What follows belongs to an exercise in optimizing a design on an open flow for a short achievable clock period and few clock cycles; a production flow would make more cautious choices.
Only simulation tests tie the RTL to the original design; equivalence was not proved.
The flow treats the clock pin as an ideal source, which a real chip does not have.

## t2b_riscv_cpu
module t2b_riscv_cpu (
    input clk, reset,
    input Ext_MemWrite,
    input [31:0] Ext_WriteData, Ext_DataAdr,
    input [31:0] Instr,
    output [31:0] PC,
    output MemWrite,
    output [31:0] WriteData, DataAdr, ReadData
);
reg [31:0] pc;
reg [31:0] rf [1:31];
reg [31:0] dmem [0:63];
reg [31:0] ic_data [0:15];
reg [5:0]  ic_tag  [0:15];
reg [15:0] ic_val;
reg        e0_wen, e0_st, e0_ld;
reg [4:0]  e0_rd;
reg [31:0] e0_a, e0_b, e0_sd;
reg [31:0] e0_ad;       
reg [2:0]  e0_f3, e0_op;
reg        e0_alt;
reg        e1_wen;
reg [4:0]  e1_rd;
reg [31:0] e1_a, e1_b;
reg [2:0]  e1_op;
reg        e1_alt;
wire [31:0] alu0, alu1;
ex_alu alu_0 (e0_a, e0_b, e0_op, e0_alt,  , alu0);
ex_alu alu_1 (e1_a, e1_b, e1_op, e1_alt,  , alu1);
wire [31:0] mword = dmem[e0_ad[7:2]];
reg  [31:0] ldata;
always @(*) begin
    case (e0_f3)
        3'b000:  ldata = {{24{mword[7]}}, mword[7:0]};
        3'b001:  ldata = {{16{mword[15]}}, mword[15:0]};
        3'b100:  ldata = {24'b0, mword[7:0]};
        3'b101:  ldata = {16'b0, mword[15:0]};
        default: ldata = mword;
    endcase
end
wire [31:0] e0_res = e0_ld ? ldata : alu0;
wire [31:0] e1_res = alu1;
reg [31:0] sdata;
always @(*) begin
    case (e0_f3[1:0])
        2'b00:   sdata = {24'b0, e0_sd[7:0]};
        2'b01:   sdata = {16'b0, e0_sd[15:0]};
        default: sdata = e0_sd;
    endcase
end
assign MemWrite  = e0_st;
assign DataAdr   = e0_ad;
assign WriteData = sdata;
integer k;
always @(posedge clk) begin
    for (k = 1; k < 32; k = k + 1) begin
        if (e1_wen && e1_rd == k) rf[k] <= e1_res;
  ...
export LEC_CHECK = 0
export ABC_CLOCK_PERIOD_IN_PS = 8000
export CAP_MARGIN = 20
export CORE_MARGIN = 2
export CORE_UTILIZATION = 60
export PLACE_DENSITY = 0.72
export SLEW_MARGIN = 20
export SYNTH_HIERARCHICAL = 1
create_clock -name core_clock -period 19.5 [get_ports {clk}]
standard.sh (not shown) runs the stock make flow with config.mk's settings and CLKGATE_MAP_FILE= SYNTH_SCRIPT=/design/flow/synth_recipe.tcl, a recipe that flattens the netlist after the stock synthesis.
==> flow/flow/run.sh <==
#!/bin/bash
# Standard ORFS layout, with timing repair aimed well below the design's clock
# period (a setup margin), so the layout is optimised for the period it can
# actually reach; the ports grouped by the paths they belong to; and plain
# buffers rather than delay cells on the ports (hook.tcl). The SDC, the
# synthesis and every other step are the standard flow's own.
set -euo pipefail
MARGIN=${MARGIN:-10}
H=$PWD/flow/hook.tcl
bash standard.sh synth > make_synth.log 2>&1
bash standard.sh SETUP_SLACK_MARGIN=$MARGIN IO_CONSTRAINTS=$PWD/flow/io.tcl \
  POST_GLOBAL_PLACE_TCL=$H PRE_RESIZE_TCL=$H PRE_DETAIL_PLACE_TCL=$H PRE_CTS_TCL=$H \
  PRE_GLOBAL_ROUTE_TCL=$H finish > make_finish.log 2>&1
==> flow/flow/hook.tcl <==
# Timing repair hook (sourced before CTS and before global routing): keep
# the delay cells out of the repair, and give every port a plain buffer
# where the earlier steps left a delay cell on it.
set_dont_use [get_lib_cells {sky130_fd_sc_hd__clkdlybuf4s* sky130_fd_sc_hd__dlygate4sd* sky130_fd_sc_hd__dlymetal6s*}]
set n_swapped 0
foreach bterm [[ord::get_db_block] getBTerms] {
  set net [$bterm getNet]
  if {$net == "NULL"} { continue }
  foreach iterm [$net getITerms] {
    set inst [$iterm getInst]
    if {[regexp {dly} [[$inst getMaster] getName]]} {
      replace_cell [$inst getName] sky130_fd_sc_hd__buf_6
      incr n_swapped
    }
  }
}
puts "hook: swapped $n_swapped port buffers"
==> flow/flow/io.tcl <==
# Pin placement: the ports of the external read path (Ext_DataAdr to
# ReadData) together on the left edge, the fetch ports (Instr, PC) on the
# bottom edge, the store ports on the right edge.
set rd {}
set fe {}
set st {}
for {set i 0} {$i < 32} {incr i} {
  lappend rd "Ext_DataAdr\[$i\]" "ReadData\[$i\]"
  lappend fe "Instr\[$i\]" "PC\[$i\]"
  lappend st "DataAdr\[$i\]" "WriteData\[$i\]" "Ext_WriteData\[$i\]"
}
lappend st MemWrite Ext_MemWrite
set_io_pin_constraint -pin_names $rd -region left:*
set_io_pin_constraint -pin_names $fe -region bottom:*
set_io_pin_constraint -pin_names $st -region right:*
The first run failed in 5_1_grt.
Testbench counts at the start, summed over its fixed seeds: cycles 45,318.
Edit:
==> flow/flow/run.sh (replaced) <==
#!/bin/bash
# Standard ORFS layout, with timing repair aimed well below the design's clock
# period (a setup margin), so the layout is optimised for the period it can
# actually reach, and with the ports grouped by the paths they belong to.
# The SDC, the synthesis and every other step are the standard flow's own.
set -euo pipefail
MARGIN=${MARGIN:-10}
bash standard.sh SETUP_SLACK_MARGIN=$MARGIN IO_CONSTRAINTS=$PWD/flow/io.tcl finish > make_finish.log 2>&1
removed: flow/flow/hook.tcl
After rerunning: The changed run ended with an error in 5_1_grt; synthesized area stays the same; synthesized cell count is unchanged.
